Background: an optimization exercise with open tools, aiming at small area and a short achievable clock period. Do not read the settings as production practice.
RTL that was checked went through simulation tests only; none was proved equivalent to the original.
The flow treats the clock pin as an ideal source. Dropping or thinning the clock tree relies on that and would not hold on a real chip.
Power and IR drop assume default switching activity.

==> inputs of run a <==
## FP_MUL
module FP_MUL(CLK, RESET, ENABLE, DATA_IN, DATA_OUT, READY);
Settings: LEC_CHECK=0, CAP_MARGIN=20, CORE_MARGIN=2, CORE_UTILIZATION=40, SLEW_MARGIN=20; clock period 12.5 ns.
standard.sh (not shown) runs the stock make flow with config.mk's settings and CLKGATE_MAP_FILE= SYNTH_SCRIPT=/design/flow/synth_recipe.tcl, a recipe that flattens the netlist after the stock synthesis.
==> flow/flow/run.sh <==
#!/bin/bash
# Standard ORFS layout (the standard.sh) with these changes:
#  - port buffers use buf_2 instead of the default pick (a slow delay cell);
#  - the design is synthesized module by module (SYNTH_HIERARCHICAL=1, then
#    flattened by synth_recipe.tcl) so each FP_MUL_fa instance maps to one fa cell;
#  - after CTS, clock_tree.tcl removes the clock tree's middle level and splits
#    its root into four buffers fed by the clock port, so the clock reaches every
#    register through two buffers (the same number for all registers); the two
#    levels of buffers are then replaced by two levels of clock inverters, which
#    are faster (an even number of inversions: registers still see the rising edge);
#  - ABC_AREA=1 for the top-level logic;
#  - iso_out.tcl puts a small buffer between each output register and its
#    internal loads, so the register drives little more than its port buffer.
# Each tool's output goes to a log file in this folder; ORFS keeps its step logs in orfs/logs.
set -euo pipefail
VARS=("BUFFER_PORTS_ARGS=-buffer_cell sky130_fd_sc_hd__buf_6"
      SETUP_SLACK_MARGIN=9.3 SYNTH_HIERARCHICAL=1 ABC_AREA=1 CTS_CLUSTER_SIZE=30 CTS_CLUSTER_DIAMETER=100)
bash standard.sh "${VARS[@]}" cts > make_cts.log 2>&1
R=orfs/results/sky130hd/FP_MUL/base
ROOT_INV=sky130_fd_sc_hd__clkinv_8 LEAF_INV=sky130_fd_sc_hd__clkinv_8 CTS_ODB=$R/4_cts.odb openroad -no_init -exit flow/clock_tree.tcl > clock_tree.log 2>&1
ISO_BUF=sky130_fd_sc_hd__buf_2 CTS_ODB=$R/4_cts.odb openroad -no_init -exit flow/iso_out.tcl > iso_out.log 2>&1
bash standard.sh "${VARS[@]}" finish > make_finish.log 2>&1
==> flow/flow/iso_out.tcl <==
# Isolate the output registers from their internal loads: each register that
# drives an output port buffer and other cells gets a small buffer for the
# other cells, so its own load is just the port buffer plus that buffer.
read_db $::env(CTS_ODB)
set block [ord::get_db_block]
set bufm [[ord::get_db] findMaster $::env(ISO_BUF)]
set n 0
foreach bt [$block getBTerms] {
  if {[$bt getIoType] ne "OUTPUT"} continue
  set pnet [$bt getNet]
  # the port buffer driving this port
  set pbuf ""
  foreach it [$pnet getITerms] { if {[$it isOutputSignal]} { set pbuf [$it getInst] } }
  if {$pbuf eq ""} continue
  set qnet [[$pbuf findITerm A] getNet]
  set reg ""
  foreach it [$qnet getITerms] { if {[$it isOutputSignal]} { set reg [$it getInst] } }
  if {$reg eq "" || ![string match "*df*" [[$reg getMaster] getName]]} continue
  set others {}
  foreach it [$qnet getITerms] {
    if {[$it isOutputSignal]} continue
    if {[$it getInst] eq $pbuf} continue
    lappend others $it
  }
  if {[llength $others] == 0} continue
  set name "iso_[$reg getId]"
  set b [odb::dbInst_create $block $bufm $name]
  set net [odb::dbNet_create $block "${name}_net"]
  [$b findITerm A] connect $qnet
  [$b findITerm X] connect $net
  foreach it $others { $it disconnect; $it connect $net }
  # the register goes next to its port buffer; the new buffer beside it
  set loc [$pbuf getLocation]
  $reg setLocation [lindex $loc 0] [lindex $loc 1]
  $reg setPlacementStatus PLACED
  $b setLocation [lindex $loc 0] [lindex $loc 1]
  $b setPlacementStatus PLACED
  incr n
  puts "isolated [$reg getName]: [llength $others] loads moved behind $name"
}
puts "isolated $n output registers"
detailed_placement
check_placement
write_db $::env(CTS_ODB)
Other scripts of this flow, unchanged in this note and not shown: flow/flow/clock_tree.tcl
==> run b: changes against run a <==
==> flow/flow/run.sh (replaced) <==
#!/bin/bash
# Standard ORFS layout (the standard.sh) with these changes:
#  - port buffers use buf_2 instead of the default pick (a slow delay cell);
#  - the design is synthesized module by module (SYNTH_HIERARCHICAL=1, then
#    flattened by synth_recipe.tcl) so each FP_MUL_fa instance maps to one fa cell;
#  - after CTS, clock_tree.tcl removes the clock tree's middle level and splits
#    its root into four buffers fed by the clock port, so the clock reaches every
#    register through two buffers (the same number for all registers); the two
#    levels of buffers are then replaced by two levels of clock inverters, which
#    are faster (an even number of inversions: registers still see the rising edge);
#  - ABC_AREA=1 for the top-level logic.
# Each tool's output goes to a log file in this folder; ORFS keeps its step logs in orfs/logs.
set -euo pipefail
VARS=("BUFFER_PORTS_ARGS=-buffer_cell sky130_fd_sc_hd__buf_2"
      SETUP_SLACK_MARGIN=9.3 CORE_UTILIZATION=65 SYNTH_HIERARCHICAL=1 ABC_AREA=1 CTS_CLUSTER_SIZE=30 CTS_CLUSTER_DIAMETER=100)
bash standard.sh "${VARS[@]}" cts > make_cts.log 2>&1
R=orfs/results/sky130hd/FP_MUL/base
ROOT_INV=sky130_fd_sc_hd__clkinv_8 LEAF_INV=sky130_fd_sc_hd__clkinv_8 CTS_ODB=$R/4_cts.odb openroad -no_init -exit flow/clock_tree.tcl > clock_tree.log 2>&1
bash standard.sh "${VARS[@]}" finish > make_finish.log 2>&1
removed: flow/flow/iso_out.tcl
==> notes <==
Run a produced a clean layout. Run b finished with timing, DRC and antenna clean. Area after synthesis is the same in run b and run a. Of run a and run b, run a has the higher cell count (gap 13%, measured against run b). Against run b, the utilization of run a is lower by 26 points. Between run a and run b, the lower clock skew is in run b (gap 0.013 ns). Setup slack: run b is better than run a (0.023 ns). In run b the wire length is lower than in run a, by about 2.7%.
No run of this note takes its clock network from TritonCTS; it comes from the design's own scripts or RTL.


==> run R: inputs <==
==> flow/design.v <==
`timescale 1ns/10ps
module FP_MUL(CLK, RESET, ENABLE, DATA_IN, DATA_OUT, READY);
input         CLK;
input         RESET;
input         ENABLE;
input   [7:0] DATA_IN;
output  [7:0] DATA_OUT;
output        READY;
reg     [7:0] DATA_OUT;
reg           READY;
reg     [6:0] t;
always @(posedge CLK) begin
	if (RESET || t == 7'd72)
		t <= 7'd0;
	else
		t <= t + 7'd1;
end
reg op;
always @(posedge CLK) begin
	if (t == 7'd16)
		op <= ENABLE;
end
reg    [51:0] A;
reg    [10:0] E;
reg           s;
reg    [39:0] B;
wire    [4:0] elo = {1'b0, E[3:0]} + {1'b0, DATA_OUT[7:4]} + 5'd1;
always @(posedge CLK) begin
	if (t == 7'd1) A[7:0]   <= DATA_IN;
	if (t == 7'd2) A[15:8]  <= DATA_IN;
	if (t == 7'd3) A[23:16] <= DATA_IN;
	if (t == 7'd4) A[31:24] <= DATA_IN;
	if (t == 7'd5) A[39:32] <= DATA_IN;
	if (t == 7'd6) A[47:40] <= DATA_IN;
	if (t == 7'd7) A[51:48] <= DATA_IN[3:0];
end
always @(posedge CLK) begin
	if (t == 7'd7)
		E[3:0] <= DATA_IN[7:4];
	else if (t == 7'd16)
		E[3:0] <= elo[3:0];
	if (t == 7'd8)
		E[10:4] <= DATA_IN[6:0];
	else if (t == 7'd17)
		E[10:4] <= E[10:4] + DATA_OUT[6:0] + {6'd0, rc} + 7'h40;
end
always @(posedge CLK) begin
	if (t == 7'd8)
		s <= DATA_IN[7];
	else if (t == 7'd16)
		s <= s ^ DATA_IN[7];
end
integer k, j;
always @(posedge CLK) begin
	B <= {2'b00, B[39:2]};
	for (k = 0; k < 7; k = k + 1)
		if (t == 7'd9 + k)
			for (j = 0; j < 8; j = j + 1)
				if (6*k + j < 40)
					B[6*k + j] <= DATA_IN[j];
	if (t == 7'd16)
		B[38] <= 1'b1;
end
reg    [54:0] Sn;
reg    [52:0] Cn;
reg           cser;
reg           cflag;
reg           rc;
wire          run = (t >= 7'd10) && (t <= 7'd62);
reg           g;       
always @(posedge CLK) g <= !RESET && (t >= 7'd9) && (t <= 7'd35);
wire          b0  = B[0] & g;
wire          b1  = B[1] & g;
wire   [52:0] MA   = {1'b1, A};
wire   [56:0] pp0n = ~({57{b0}} & {4'd0, MA});
wire   [56:0] pp1n = ~({57{b1}} & {3'd0, MA, 1'b0});
wire   [56:0] Sxn  = {2'b11, Sn};
wire   [56:0] Cxn  = {4'b1111, Cn};
wire   [56:0] sum1n = Sxn ^ Cxn ^ pp0n;
wire   [56:0] car1n = {(Sxn[55:0] & Cxn[55:0]) | (Sxn[55:0] & pp0n[55:0]) | (Cxn[55:0] & pp0n[55:0]), 1'b1};
wire   [56:0] sum2n = sum1n ^ car1n ^ pp1n;
wire   [56:0] car2n = {(sum1n[55:0] & car1n[55:0]) | (sum1n[55:0] & pp1n[55:0]) | (car1n[55:0] & pp1n[55:0]), 1'b1};
wire          s20  = ~sum2n[0];
wire          s21  = ~sum2n[1];
wire          c21  = ~car2n[1];
wire          out0 = s20 ^ cser;
wire          k0   = s20 & cser;
wire          out1 = s21 ^ c21 ^ k0;
wire          cout = (s21 & c21) | (s21 & k0) | (c21 & k0);
wire          ins1 = (t >= 7'd35) & out1;
wire          ins0 = (t >= 7'd36) & out0;
always @(posedge CLK) begin
	Cn   <= car2n[54:2];
	cser <= cout;
	if (run)
		Sn <= {~ins1, ~ins0, sum2n[54:2]};
	else
		Sn <= {8'hff, Sn[54:8]};
end
wire   [54:0] S = ~Sn;
wire    [7:0] win = cflag ? S[9:2] : S[8:1];
wire    [8:0] inc = {1'b0, win} + {8'd0, rc};
wire    [4:0] lo  = {1'b0, win[3:0]} + {4'd0, rc};
wire    [4:0] hi  = {1'b0, E[3:0]} + {4'd0, cflag};
wire    [6:0] eh  = E[10:4] + {6'd0, rc};
always @(posedge CLK) begin
	if (t == 7'd62)
		cflag <= out1;
end
always @(posedge CLK) begin
	if (t == 7'd16) begin
		rc <= elo[4];
	end else if (t == 7'd62) begin
		rc <= out1 ? S[3] : S[2];
	end else if (t == 7'd69) begin
		rc <= hi[4];
	end else begin
		rc <= inc[8];
	end
end
always @(posedge CLK) begin
	if (t == 7'd15 || t == 7'd16)
		DATA_OUT <= DATA_IN;
	else if (t == 7'd69)
		DATA_OUT <= {hi[3:0], lo[3:0]};
	else if (t == 7'd70)
		DATA_OUT <= {s, eh};
	else
		DATA_OUT <= inc[7:0];
end
always @(posedge CLK) begin
	if (RESET)
		READY <= 1'b0;
	else
		READY <= op && (t >= 7'd63) && (t <= 7'd70);
end
endmodule
==> flow/flow/run.sh <==
#!/bin/bash
# Standard ORFS layout with fast port buffers and a larger setup margin for repair_timing.
set -euo pipefail
bash standard.sh "BUFFER_PORTS_ARGS=-buffer_cell sky130_fd_sc_hd__buf_2" SETUP_SLACK_MARGIN=9.3 CTS_CLUSTER_SIZE=30 CTS_CLUSTER_DIAMETER=100 finish > make_finish.log 2>&1
==> flow/standard.sh <==
#!/bin/bash
# synth_recipe.tcl (not shown) runs the flow's synth.tcl, then flattens the netlist and writes it again
# the make line also repeats each setting of config.mk as NAME=value (left out here)
make -C /OpenROAD-flow-scripts/flow DESIGN_CONFIG=/design/flow/config.mk WORK_HOME=/design/flow/orfs CLKGATE_MAP_FILE= SYNTH_SCRIPT=/design/flow/synth_recipe.tcl "${@:-finish}"
==> flow/config.mk <==
export PLATFORM = sky130hd
export DESIGN_NAME = FP_MUL
export DESIGN_NICKNAME = FP_MUL
export VERILOG_FILES = /design/flow/design.v
export SDC_FILE = /design/flow/constraint.sdc
export NUM_CORES = 4
export LEC_CHECK = 0
export CAP_MARGIN = 20
export CORE_MARGIN = 2
export CORE_UTILIZATION = 40
export SLEW_MARGIN = 20
==> flow/constraint.sdc <==
create_clock -name core_clock -period 12.5 [get_ports {CLK}]
set_input_delay 2.5000 -clock core_clock [delete_from_list [all_inputs] [get_ports {CLK}]]
set_output_delay 2.5000 -clock core_clock [all_outputs]
set_load 0.01 [all_outputs]
==> run C: changes against run R <==
--- a/flow/design.v
+++ b/flow/design.v
@@ -24,6 +24,5 @@
 reg    [10:0] E;
 reg           s;
-reg    [39:0] B;
-wire    [4:0] elo = {1'b0, E[3:0]} + {1'b0, DATA_OUT[7:4]} + 5'd1;
+reg    [48:0] B;
 always @(posedge CLK) begin
 	if (t == 7'd1) A[7:0]   <= DATA_IN;
@@ -38,10 +37,8 @@
 	if (t == 7'd7)
 		E[3:0] <= DATA_IN[7:4];
-	else if (t == 7'd16)
-		E[3:0] <= elo[3:0];
-	if (t == 7'd8)
+	else if (t == 7'd8)
 		E[10:4] <= DATA_IN[6:0];
 	else if (t == 7'd17)
-		E[10:4] <= E[10:4] + DATA_OUT[6:0] + {6'd0, rc} + 7'h40;
+		E <= E + B[48:38] + 11'd1025;    
 end
 always @(posedge CLK) begin
@@ -53,12 +50,12 @@
 integer k, j;
 always @(posedge CLK) begin
-	B <= {2'b00, B[39:2]};
-	for (k = 0; k < 7; k = k + 1)
+	B <= {2'b00, B[48:2]};
+	for (k = 0; k < 8; k = k + 1)
 		if (t == 7'd9 + k)
 			for (j = 0; j < 8; j = j + 1)
-				if (6*k + j < 40)
+				if (6*k + j < 49)
 					B[6*k + j] <= DATA_IN[j];
-	if (t == 7'd16)
-		B[38] <= 1'b1;
+	if (t == 7'd17)
+		B[48:36] <= 13'd1;
 end
 reg    [54:0] Sn;
@@ -68,8 +65,6 @@
 reg           rc;
 wire          run = (t >= 7'd10) && (t <= 7'd62);
-reg           g;       
-always @(posedge CLK) g <= !RESET && (t >= 7'd9) && (t <= 7'd35);
-wire          b0  = B[0] & g;
-wire          b1  = B[1] & g;
+wire          b0  = B[0];
+wire          b1  = B[1];
 wire   [52:0] MA   = {1'b1, A};
 wire   [56:0] pp0n = ~({57{b0}} & {4'd0, MA});
@@ -91,10 +86,13 @@
 wire          ins0 = (t >= 7'd36) & out0;
 always @(posedge CLK) begin
-	Cn   <= car2n[54:2];
-	cser <= cout;
-	if (run)
-		Sn <= {~ins1, ~ins0, sum2n[54:2]};
-	else
-		Sn <= {8'hff, Sn[54:8]};
+	if (run) begin
+		Sn   <= {~ins1, ~ins0, sum2n[54:2]};
+		Cn   <= car2n[54:2];
+		cser <= cout;
+	end else begin
+		Sn   <= {8'hff, Sn[54:8]};
+		Cn   <= {53{1'b1}};
+		cser <= 1'b0;
+	end
 end
 wire   [54:0] S = ~Sn;
@@ -109,7 +107,5 @@
 end
 always @(posedge CLK) begin
-	if (t == 7'd16) begin
-		rc <= elo[4];
-	end else if (t == 7'd62) begin
+	if (t == 7'd62) begin
 		rc <= out1 ? S[3] : S[2];
 	end else if (t == 7'd69) begin
@@ -120,7 +116,5 @@
 end
 always @(posedge CLK) begin
-	if (t == 7'd15 || t == 7'd16)
-		DATA_OUT <= DATA_IN;
-	else if (t == 7'd69)
+	if (t == 7'd69)
 		DATA_OUT <= {hi[3:0], lo[3:0]};
 	else if (t == 7'd70)
==> flow/run.sh (new file) <==
#!/bin/bash
# synth_recipe.tcl (not shown) runs the flow's synth.tcl, then flattens the netlist and writes it again
# the make line also repeats each setting of config.mk as NAME=value (left out here)
make -C /OpenROAD-flow-scripts/flow DESIGN_CONFIG=/design/flow/config.mk WORK_HOME=/design/flow/orfs CLKGATE_MAP_FILE= SYNTH_SCRIPT=/design/flow/synth_recipe.tcl finish
--- a/flow/config.mk
+++ b/flow/config.mk
@@ -6,6 +6,8 @@
 export NUM_CORES = 4
 export LEC_CHECK = 0
+export ABC_AREA = 1
 export CAP_MARGIN = 20
 export CORE_MARGIN = 2
 export CORE_UTILIZATION = 40
+export CTS_BUF_LIST = sky130_fd_sc_hd__clkbuf_2 sky130_fd_sc_hd__clkbuf_4
 export SLEW_MARGIN = 20
removed: flow/flow/run.sh
removed: flow/standard.sh
==> run notes <==
Post-synthesis cell count: run C 1205; run R 868
Clock buffer count: run C 109; run R 18
Overall fraction of global-route tracks in use: run C 18.2%; run R 16.0%
Number of filler instances in the final layout: run C 2796; run R 2512
Total wire length: run C 26300 um; run R 21700 um
Share of the yosys chip area belonging to registers: run C 46.5%; run R 48.6%
Syn nets: run C 1354; run R 1014
Multi-input logic cell count: run C 841; run R 566
Worst relative slew slack: run C 38.6%; run R 31.0%
Flip-flop and latch area: run C 5490 sq um; run R 5340 sq um
Net switching power of the design: run C 365 uW; run R 275 uW
Power per unit of standard cell area: run C 122 nW/um^2; run R 107 nW/um^2
Leading cell type by number of instances after synthesis: run C nand2_1; run R dfxtp_1
Routed met2 length: run C 12400 um; run R 10000 um
Num sequential: run C 241; run R 233
Via count normalized by instance count: run C 4.79; run R 5.02
Highest ir drop seen on vdd: run C 70.0 uV; run R 81.0 uV
Run status: run C timing/DRC/antenna clean; run R timing/DRC/antenna clean
Slew of the pin with the lowest slew margin: run C 0.916 ns; run R 1.03 ns
Utilization of the core after routing: run C 45.6%; run R 43.9%
Antenna violations before repair: run C 1; run R 0
Std cell rows: run C 62; run R 60
Power Total: run C 1.60 mW; run R 1.27 mW
Comb pwr: run C 42.6 uW; run R 26.9 uW
Most common library cell in the layout ignoring fill and taps: run C nand2_1; run R dfxtp_1
Cell area after layout: run C 13100 sq um; run R 11800 sq um
Function not checked in run C: the RTL went through the layout flow alone.

[what the ideal ports hide]
Ports are ideal in the flow. The routed layouts listed here were re-timed in OpenROAD.
Step 1 assumes that a clkbuf_16 drives the clock port and a buf_2 every other input.
Step 2 times the ports against the registers' clock, not the clock port: input delays grow and output delays shrink by t, the midpoint of the rising clock arrivals with the driver on.
a / b / c = no drivers / after step 1 / after step 2; a / b = the first two.
run	t, ns	slack for setup (ns)	latest minus earliest clock arrival (ns)	worst data-port slew with drivers (ns)
run a	0.308	9.317 / 9.168 / 9.258	0.042 / 0.043	0.05
run b	0.299	9.341 / 9.196 / 9.176	0.030 / 0.030	0.04
run R	0.516	9.029 / 8.981 / 9.152	0.028 / 0.029	0.04
run C	0.693	8.486 / 8.441 / 8.322	0.044 / 0.044	0.07
After both steps every run listed still meets setup and hold. The setup slack of run b, which loses most, moves by -0.145 ns with the drivers and by -0.165 ns with both steps.
